Context: an optimization exercise on an open-source flow, tuned for small area and a short achievable clock period. The choices shown serve that exercise and are no tape-out recipe.
In this exercise RTL edits were held to simulation tests only and were not proved equivalent to the original.

==> inputs of raven <==
==> flow/design.v <==
module alu(
    input add, input f_and, input f_or, input f_not, input f_xor, input pass,
    input cin,
    input [31:0] A,
    input [31:0] B,
    output [31:0] result
    );
wire [31:0] p = A ^ B;
wire [31:0] g0 = A & B;
reg [31:0] G, P;
integer l, i, j;
always @(*) begin
    G = g0;
    P = p;
    G[0] = g0[0] | (p[0] & cin);
    for (l = 0; l < 5; l = l + 1)
        for (i = 0; i < 32; i = i + 1)
            if (i[l]) begin
                j = ((i >> l) << l) - 1;
                G[i] = G[i] | (P[i] & G[j]);
                P[i] = P[i] & P[j];
            end
end
wire [31:0] c = {G[30:0], cin};
wire [31:0] sum = p ^ c;
assign result = ({32{add}} & sum)
              | ({32{f_and}} & g0)
              | ({32{f_or}} & (A | B))
              | ({32{f_not}} & ~A)
              | ({32{f_xor}} & p)
              | ({32{pass}} & B);
endmodule
module shifter #(parameter LEVELS = 5) (
    input [31:0] in,
    input [LEVELS-1:0] l,
    input [LEVELS-1:0] r,
    output [31:0] out
    );
reg [31:0] s;
integer k;
always @(*) begin
    s = in;
    for (k = 0; k < LEVELS; k = k + 1)
        s = (s & {32{~(l[k] | r[k])}}) | ((s << (1 << k)) & {32{l[k]}}) | ((s >> (1 << k)) & {32{r[k]}});
end
assign out = s;
endmodule
module registerfile
  (input clk,
   input write,
   input [3:0] wrAddr,
   input [31:0] wrData,
   input [15:0] selm,
   output [31:0] rdDatam,
   input [15:0] seln,
   output [31:0] rdDatan);
   reg [511:0] rf;
   genvar r;
   generate
      for (r = 0; r < 16; r = r + 1) begin : g_reg
         wire we = write & (wrAddr == r);
         always @(posedge clk)
            rf[32*r +: 32] <= (rf[32*r +: 32] & {32{~we}}) | (wrData & {32{we}});
      end
   endgenerate
   reg [31:0] m, n;
   integer k;
   always @(*) begin
      m = 32'd0;
      n = 32'd0;
      for (k = 0; k < 16; k = k + 1) begin
         m = m | (rf[32*k +: 32] & {32{selm[k]}});
         n = n | (rf[32*k +: 32] & {32{seln[k]}});
      end
   end
   assign rdDatam = m;
   assign rdDatan = n;
endmodule
module processor(
    input clk,
    input rst,
    output [31:0] imem_addr,
    input [31:0] imem_rdata,
    output dmem_en,
    output dmem_we,
    output [31:0] dmem_addr,
    output [31:0] dmem_wdata,
    input [31:0] dmem_rdata,
    output wb_en,
    output [3:0] wb_addr,
    output [31:0] wb_data
    );
reg [31:0] ia;       
reg [31:0] f_ir, d_ir;
reg f_v, d_v;
reg [15:0] d_selm;           
reg d_useimm;                
reg [4:0] d_shl, d_shr;   
reg [31:0] e_A, e_B;
reg [2:0] e_op;
reg e_zupd, e_wen, e_men, e_we, e_sub;
reg [3:0] e_rd;
reg br;      
reg z;       
reg [31:0] m_A, m_B;
reg m_add, m_and, m_or, m_not, m_xor, m_pass, m_cin;
reg m_wen, m_en, m_we, m_ld;
reg [3:0] m_rd;
reg [31:0] w_data;
reg [3:0] w_rd;
reg w_en;
assign imem_addr = ia;
wire [5:0] f_opc = f_ir[29:24];
wire f_useimm = f_ir[31] | (f_opc == 6'b100100);
always @(posedge clk) begin
    f_ir <= imem_rdata;
    d_ir <= f_ir;
    f_v <= ~rst;
    d_v <= ~rst & f_v & ~br;
    d_useimm <= f_useimm;
    d_selm <= f_useimm ? 16'd0 : (16'd1 << f_ir[3:0]);
    d_shl <= f_ir[14:10] & {5{~f_useimm &  f_ir[15]}};
    d_shr <= f_ir[14:10] & {5{~f_useimm & ~f_ir[15]}};
end
wire       d_S   = d_ir[30];
wire [5:0] d_opc = d_ir[29:24];
wire [3:0] d_rn  = d_ir[23:20];
wire d_mem = d_opc[5] & d_opc[4];
wire d_ls  = d_ir[27];
wire d_regw = ~(d_mem & ~d_ls);
wire [3:0] d_rd = (d_opc[5] | d_opc[4]) ? d_rn : d_ir[19:16];
wire d_beq = (d_opc == 6'b100100);
wire d_flag = (d_opc == 6'b000110) | (d_opc == 6'b001001) | (d_opc == 6'b011101);
reg [2:0] d_op;
always @(*) begin
    case (d_opc)
    6'b000110: d_op = 3'd0;
    6'b001001: d_op = 3'd1;
    6'b011101: d_op = 3'd1;
    6'b001011: d_op = 3'd2;
    6'b001010: d_op = 3'd3;
    6'b001100: d_op = 3'd4;
    6'b001110: d_op = 3'd5;
    6'b011100: d_op = 3'd6;
    6'b100100: d_op = 3'd6;
    default:   d_op = 3'd7;
    endcase
end
wire [31:0] rf_n, rf_m;
registerfile RegFile(clk, w_en, w_rd, w_data, d_selm, rf_m, 16'd1 << d_rn, rf_n);
wire [31:0] d_imm = {d_beq ? 8'd0 : {8{d_ir[15]}},
                     d_beq ? d_ir[23:16] : {8{d_ir[15]}},
                     d_ir[15:0]};
wire [31:0] d_Bs;
shifter #(5) sft(rf_m, d_shl, d_shr, d_Bs);
wire d_go = ~rst & d_v & ~br;
always @(posedge clk) begin
    e_A <= rf_n;
    e_B <= d_Bs | (d_imm & {32{d_useimm}});
    e_op <= d_op;
    e_sub <= (d_op == 3'd1);
    e_rd <= d_rd;
    e_zupd <= d_go & d_S & d_flag;
    e_wen <= d_go & d_regw;
    e_men <= d_go & d_mem;
    e_we <= d_go & d_mem & ~d_ls;
end
wire [31:0] e_y = e_B ^ {32{e_sub}};
wire [31:0] e_cin = {e_A[30:0] | e_y[30:0], e_sub};
wire e_zero = ((e_A ^ e_y) == e_cin);
wire e_znext = e_zupd ? e_zero : z;
wire br_next = d_go & d_beq & e_znext;
always @(posedge clk) begin
    if (rst) z <= 1'b0;
    else     z <= e_znext;
    br <= br_next;
    if (br_next)
        ia <= {8'd0, d_ir[23:0]};
    else if (rst)
        ia <= 32'd0;
    else
        ia <= ia + 32'd1;
end
always @(posedge clk) begin
    m_A <= e_A;
    m_B <= e_y;
    m_add <= (e_op == 3'd0) | (e_op == 3'd1);
    m_and <= (e_op == 3'd2);
    m_or <= (e_op == 3'd3);
    m_not <= (e_op == 3'd4);
    m_xor <= (e_op == 3'd5);
    m_pass <= (e_op == 3'd6);
    m_cin <= e_sub;
    m_rd <= e_rd;
    m_wen <= ~rst & e_wen & ~br;
    m_en <= ~rst & e_men;
    m_we <= ~rst & e_we;
    m_ld <= e_men & ~e_we;
end
assign dmem_en = m_en;
assign dmem_we = m_we;
assign dmem_addr = m_B;
assign dmem_wdata = m_A;
wire [31:0] m_res;
alu exec(m_add, m_and, m_or, m_not, m_xor, m_pass, m_cin, m_A, m_B, m_res);
always @(posedge clk) begin
    w_data <= m_res | (dmem_rdata & {32{m_ld}});
    w_rd <= m_rd;
    w_en <= ~rst & m_wen;
end
assign wb_en = w_en;
assign wb_addr = w_rd;
assign wb_data = w_data;
endmodule
==> flow/flow/run.sh <==
#!/bin/bash
# The standard layout (standard.sh, all of its steps) with two changes
# passed to the ORFS scripts through their environment:
#  - the port buffers that buffer_ports inserts are buf_1 cells
#  - clock tree synthesis inserts no dummy loads
# make's output goes to make.log; each ORFS step keeps its own log under orfs/logs.
set -euo pipefail
export BUFFER_PORTS_ARGS="-buffer_cell sky130_fd_sc_hd__buf_1"
export CTS_ARGS="-sink_clustering_enable -repair_clock_nets -sink_clustering_size 24 -sink_clustering_max_diameter 100 -dont_use_dummy_load"
bash standard.sh > make.log 2>&1
==> flow/standard.sh <==
#!/bin/bash
# synth_recipe.tcl (not shown) runs the flow's synth.tcl, then flattens the netlist and writes it again
# the make line also repeats each setting of config.mk as NAME=value (left out here)
make -C /OpenROAD-flow-scripts/flow DESIGN_CONFIG=/design/flow/config.mk WORK_HOME=/design/flow/orfs CLKGATE_MAP_FILE= SYNTH_SCRIPT=/design/flow/synth_recipe.tcl "${@:-finish}"
==> flow/config.mk <==
export PLATFORM = sky130hd
export DESIGN_NAME = processor
export DESIGN_NICKNAME = processor
export VERILOG_FILES = /design/flow/design.v
export SDC_FILE = /design/flow/constraint.sdc
export NUM_CORES = 4
export LEC_CHECK = 0
export ABC_CLOCK_PERIOD_IN_PS = 2800
export CAP_MARGIN = 20
export CORE_MARGIN = 2
export CORE_UTILIZATION = 50
export CTS_CLUSTER_DIAMETER = 100
export CTS_CLUSTER_SIZE = 24
export SETUP_SLACK_MARGIN = 4.6
export SLEW_MARGIN = 20
==> flow/constraint.sdc <==
create_clock -name core_clock -period 7.5 [get_ports {clk}]
set_input_delay 1.5000 -clock core_clock [delete_from_list [all_inputs] [get_ports {clk}]]
set_output_delay 1.5000 -clock core_clock [all_outputs]
set_load 0.01 [all_outputs]
==> inputs of xenon, as changes to raven <==
- ABC_AREA: default -> 1
- ABC_CLOCK_PERIOD_IN_PS: 2800 -> default
- CORE_UTILIZATION: 50 -> 62
==> inputs of sierra, as changes to raven <==
==> flow/design.v (replaced) <==
module alu(
    input [2:0] op,
    input [31:0] A,
    input [31:0] B,
    output reg [31:0] result
    );
wire sub = (op == 3'd1);
wire [31:0] sum = A + (B ^ {32{sub}}) + {31'd0, sub};
always @(*) begin
    case (op)
    3'd0, 3'd1: result = sum;
    3'd2: result = A & B;
    3'd3: result = A | B;
    3'd4: result = ~A;
    3'd5: result = A ^ B;
    3'd6: result = B;
    default: result = 32'd0;
    endcase
end
endmodule
module registerfile
  (input clk,
   input write,
   input [3:0] wrAddr,
   input [31:0] wrData,
   input [3:0] rdAddrm,
   output [31:0] rdDatam,
   input [3:0] rdAddrn,
   output [31:0] rdDatan);
   reg [31:0] mem [0:15];
   assign rdDatam = mem[rdAddrm];
   assign rdDatan = mem[rdAddrn];
   always @(posedge clk)
      if (write)
         mem[wrAddr] <= wrData;
endmodule
module processor(
    input clk,
    input rst,
    output [31:0] imem_addr,
    input [31:0] imem_rdata,
    output dmem_en,
    output dmem_we,
    output [31:0] dmem_addr,
    output [31:0] dmem_wdata,
    input [31:0] dmem_rdata,
    output wb_en,
    output [3:0] wb_addr,
    output [31:0] wb_data
    );
reg [31:0] pc;
reg [31:0] f_ir, d_ir;
reg f_v, d_v;
reg [31:0] e_A, e_B;
reg [4:0] e_shamt;
reg e_sh;
reg [2:0] e_op;
reg e_zupd, e_beq, e_wen, e_men, e_we;
reg [3:0] e_rd;
reg br;      
reg z;       
reg [31:0] m_A, m_B;
reg [2:0] m_op;
reg m_wen, m_en, m_we;
reg [3:0] m_rd;
reg [31:0] w_data;
reg [3:0] w_rd;
reg w_en;
assign imem_addr = br ? {8'd0, e_B[23:0]} : pc;
always @(posedge clk) begin
    f_ir <= imem_rdata;
    d_ir <= f_ir;
    f_v <= ~rst;
    d_v <= ~rst & f_v & ~br;
    if (rst)
        pc <= 32'd0;
    else
        pc <= imem_addr + 32'd1;
end
wire       d_I   = d_ir[31];
wire       d_S   = d_ir[30];
wire [5:0] d_opc = d_ir[29:24];
wire [3:0] d_rn  = d_ir[23:20];
wire [3:0] d_rm  = d_ir[3:0];
wire d_mem = d_opc[5] & d_opc[4];
wire d_ls  = d_ir[27];
wire d_regw = ~(d_mem & ~d_ls);
wire [3:0] d_rd = (d_opc[5] | d_opc[4]) ? d_rn : d_ir[19:16];
wire d_beq = (d_opc == 6'b100100);
wire d_flag = (d_opc == 6'b000110) | (d_opc == 6'b001001) | (d_opc == 6'b011101);
reg [2:0] d_op;
always @(*) begin
    case (d_opc)
    6'b000110: d_op = 3'd0;
    6'b001001: d_op = 3'd1;
    6'b011101: d_op = 3'd1;
    6'b001011: d_op = 3'd2;
    6'b001010: d_op = 3'd3;
    6'b001100: d_op = 3'd4;
    6'b001110: d_op = 3'd5;
    6'b011100: d_op = 3'd6;
    6'b100100: d_op = 3'd6;
    default:   d_op = 3'd7;
    endcase
end
wire [31:0] rf_n, rf_m;
wire [3:0] rf_waddr;
wire [31:0] rf_wdata;
wire rf_we;
registerfile RegFile(clk, rf_we, rf_waddr, rf_wdata, d_rm, rf_m, d_rn, rf_n);
wire d_useimm = d_I | d_beq;
wire [31:0] d_imm = {d_beq ? 8'd0 : {8{d_ir[15]}},
                     d_beq ? d_ir[23:16] : {8{d_ir[15]}},
                     d_ir[15:0]};
wire d_go = ~rst & d_v & ~br;
always @(posedge clk) begin
    e_A <= rf_n;
    e_B <= d_useimm ? d_imm : rf_m;
    e_shamt <= d_useimm ? 5'd0 : d_ir[14:10];
    e_sh <= d_ir[15];
    e_op <= d_op;
    e_rd <= d_rd;
    e_zupd <= d_go & d_S & d_flag;
    e_beq <= d_go & d_beq;
    e_wen <= d_go & d_regw;
    e_men <= d_go & d_mem;
    e_we <= d_go & d_mem & ~d_ls;
end
wire [31:0] e_Bs = e_sh ? (e_B << e_shamt) : (e_B >> e_shamt);
wire e_sub = e_op[0];
wire [31:0] e_y = e_Bs ^ {32{e_sub}};
wire [31:0] e_cin = {e_A[30:0] | e_y[30:0], e_sub};
wire e_zero = ((e_A ^ e_y) == e_cin);
wire e_znext = e_zupd ? e_zero : z;
always @(posedge clk) begin
    if (rst) z <= 1'b0;
    else     z <= e_znext;
    br <= d_go & d_beq & e_znext;
end
always @(posedge clk) begin
    m_A <= e_A;
    m_B <= e_Bs;
    m_op <= e_op;
    m_rd <= e_rd;
    m_wen <= ~rst & e_wen & ~br;
    m_en <= ~rst & e_men;
    m_we <= ~rst & e_we;
end
assign dmem_en = m_en;
assign dmem_we = m_we;
assign dmem_addr = m_B;
assign dmem_wdata = m_A;
wire [31:0] m_res;
alu exec(m_op, m_A, m_B, m_res);
always @(posedge clk) begin
    w_data <= m_en ? dmem_rdata : m_res;
    w_rd <= m_rd;
    w_en <= ~rst & m_wen;
end
assign rf_we = w_en;
assign rf_waddr = w_rd;
assign rf_wdata = w_data;
assign wb_en = w_en;
assign wb_addr = w_rd;
assign wb_data = w_data;
endmodule
==> flow/run.sh (new file) <==
#!/bin/bash
# synth_recipe.tcl (not shown) runs the flow's synth.tcl, then flattens the netlist and writes it again
# the make line also repeats each setting of config.mk as NAME=value (left out here)
make -C /OpenROAD-flow-scripts/flow DESIGN_CONFIG=/design/flow/config.mk WORK_HOME=/design/flow/orfs CLKGATE_MAP_FILE= SYNTH_SCRIPT=/design/flow/synth_recipe.tcl finish
- ABC_CLOCK_PERIOD_IN_PS: 2800 -> 3000
- CORE_UTILIZATION: 50 -> 55
- CTS_CLUSTER_DIAMETER: 100 -> default
- CTS_CLUSTER_SIZE: 24 -> default
- SETUP_SLACK_MARGIN: 4.6 -> 4.4
removed: flow/flow/run.sh
removed: flow/standard.sh
==> inputs of amber, as changes to raven <==
--- a/flow/design.v
+++ b/flow/design.v
@@ -100,4 +100,5 @@
 reg [2:0] e_op;
 reg e_zupd, e_wen, e_men, e_we, e_sub;
+reg e_l4, e_r4;    
 reg [3:0] e_rd;
 reg br;      
@@ -153,5 +154,5 @@
                      d_ir[15:0]};
 wire [31:0] d_Bs;
-shifter #(5) sft(rf_m, d_shl, d_shr, d_Bs);
+shifter #(4) sft(rf_m, d_shl[3:0], d_shr[3:0], d_Bs);
 wire d_go = ~rst & d_v & ~br;
 always @(posedge clk) begin
@@ -160,4 +161,6 @@
     e_op <= d_op;
     e_sub <= (d_op == 3'd1);
+    e_l4 <= d_shl[4];
+    e_r4 <= d_shr[4];
     e_rd <= d_rd;
     e_zupd <= d_go & d_S & d_flag;
@@ -166,5 +169,6 @@
     e_we <= d_go & d_mem & ~d_ls;
 end
-wire [31:0] e_y = e_B ^ {32{e_sub}};
+wire [31:0] e_Bs = (e_B & {32{~(e_l4 | e_r4)}}) | ((e_B << 16) & {32{e_l4}}) | ((e_B >> 16) & {32{e_r4}});
+wire [31:0] e_y = e_Bs ^ {32{e_sub}};
 wire [31:0] e_cin = {e_A[30:0] | e_y[30:0], e_sub};
 wire e_zero = ((e_A ^ e_y) == e_cin);
- ABC_AREA: default -> 1
- ABC_CLOCK_PERIOD_IN_PS: 2800 -> default
- SETUP_SLACK_MARGIN: 4.6 -> 4.8
==> notes.md <==
- Via count, lowest first: sierra, raven, xenon, amber.
- The lowest die area belongs to xenon, the highest to amber.
- amber went through all stages and came out clean. raven finished clean. xenon went through all stages and came out clean. sierra passed the timing, DRC and antenna checks.
- Of amber and raven, amber has the higher sequential cell count (gap 2).
- The highest sequential share of layout area belongs to xenon, the lowest to sierra.
- Clock skew, lowest first: sierra, xenon, raven, amber.
- Hold slack: sierra < raven < amber < xenon.
- Setup slack: sierra is worse than amber (0.77 ns).
- Against xenon, the count of clock-buffer cells in the layout of raven is higher by 1.
==> figures <==
| quantity | sierra | amber | xenon | raven |
|---|---|---|---|---|
| Post-layout nets | 3,317 | 4,558 | 4,458 | 3,480 |
| Initial standard-cell utilization of the core | 55.76% | 50.46% | 62.56% | 50.46% |
| Reg-to-reg slack, setup | 3.77 ns | 4.54 ns | 4.55 ns | 4.09 ns |
| Overall die width | 273.7 microns | 278.1 microns | 250.3 microns | 275.4 microns |
| Clock buffer count from CTS | 83 | 42 | 40 | 41 |
| Layout cells sized above 1 | 36.38% | 15.04% | 6.716% | 21.99% |
| Buffer count excluding the clock tree in the final layout | 438 | 398 | 290 | 448 |
| Area of the die | 74,890 sq um | 77,340 sq um | 62,670 sq um | 75,820 sq um |
| Synthesized net count | 2,973 | 4,275 | 4,298 | 3,186 |
| DP Wirelength | 79,130 microns | 87,640 microns | 81,080 microns | 87,910 microns |
| Largest net degree at the start of global routing | 83 | 33 | 33 | 37 |
| Run status | complete, no violations | complete, no violations | complete, no violations | complete, no violations |
| Number of clock sinks seen by CTS | 804 | 832 | 830 | 830 |
| Non-clock buffering overhead | 8.940% | 5.844% | 3.686% | 7.952% |
| Routability congestion estimate | 0.9326 | 0.9511 | 0.9807 | 1.013 |
| Part of the Yosys area used for sequential elements | 53.06% | 57.98% | 57.79% | 59.05% |
| Setup crit end | br | ia[7] | w_data[12] | e_B[29] |

afterwards: timing with drivers on the ports:
The results above use ideal ports. As a check the final layouts listed here were re-extracted and re-timed, cells and wires unchanged. Step 1 sets driving cells, clkbuf_16 on the clock port and buf_2 on the other inputs (assumed; they add their load-dependent delay and slew). Step 2 moves the port delays by t, midway between the first and last clock arrival at a register: inputs arrive t later, outputs are due t later. That takes back most of the time a late clock gives input paths. Slacks: ideal / step 1 / step 2; pairs: ideal / step 1.
run	t (ns)	setup slack, ns	worst hold slack (ns)	clock arrival spread, ns
raven	0.677	4.093 / 4.093 / 4.093	0.321 / 0.321 / 0.321	0.080 / 0.080
xenon	0.656	4.546 / 4.546 / 4.193	0.332 / 0.332 / 0.332	0.050 / 0.050
sierra	0.716	3.775 / 3.775 / 3.775	0.313 / 0.313 / 0.313	0.050 / 0.050
amber	0.654	4.544 / 4.544 / 4.151	0.330 / 0.330 / 0.330	0.077 / 0.077
After both steps setup and hold are still met in every run listed. The setup slack of amber, which loses most, moves by 0.000 ns with the drivers and by -0.393 ns with both steps.
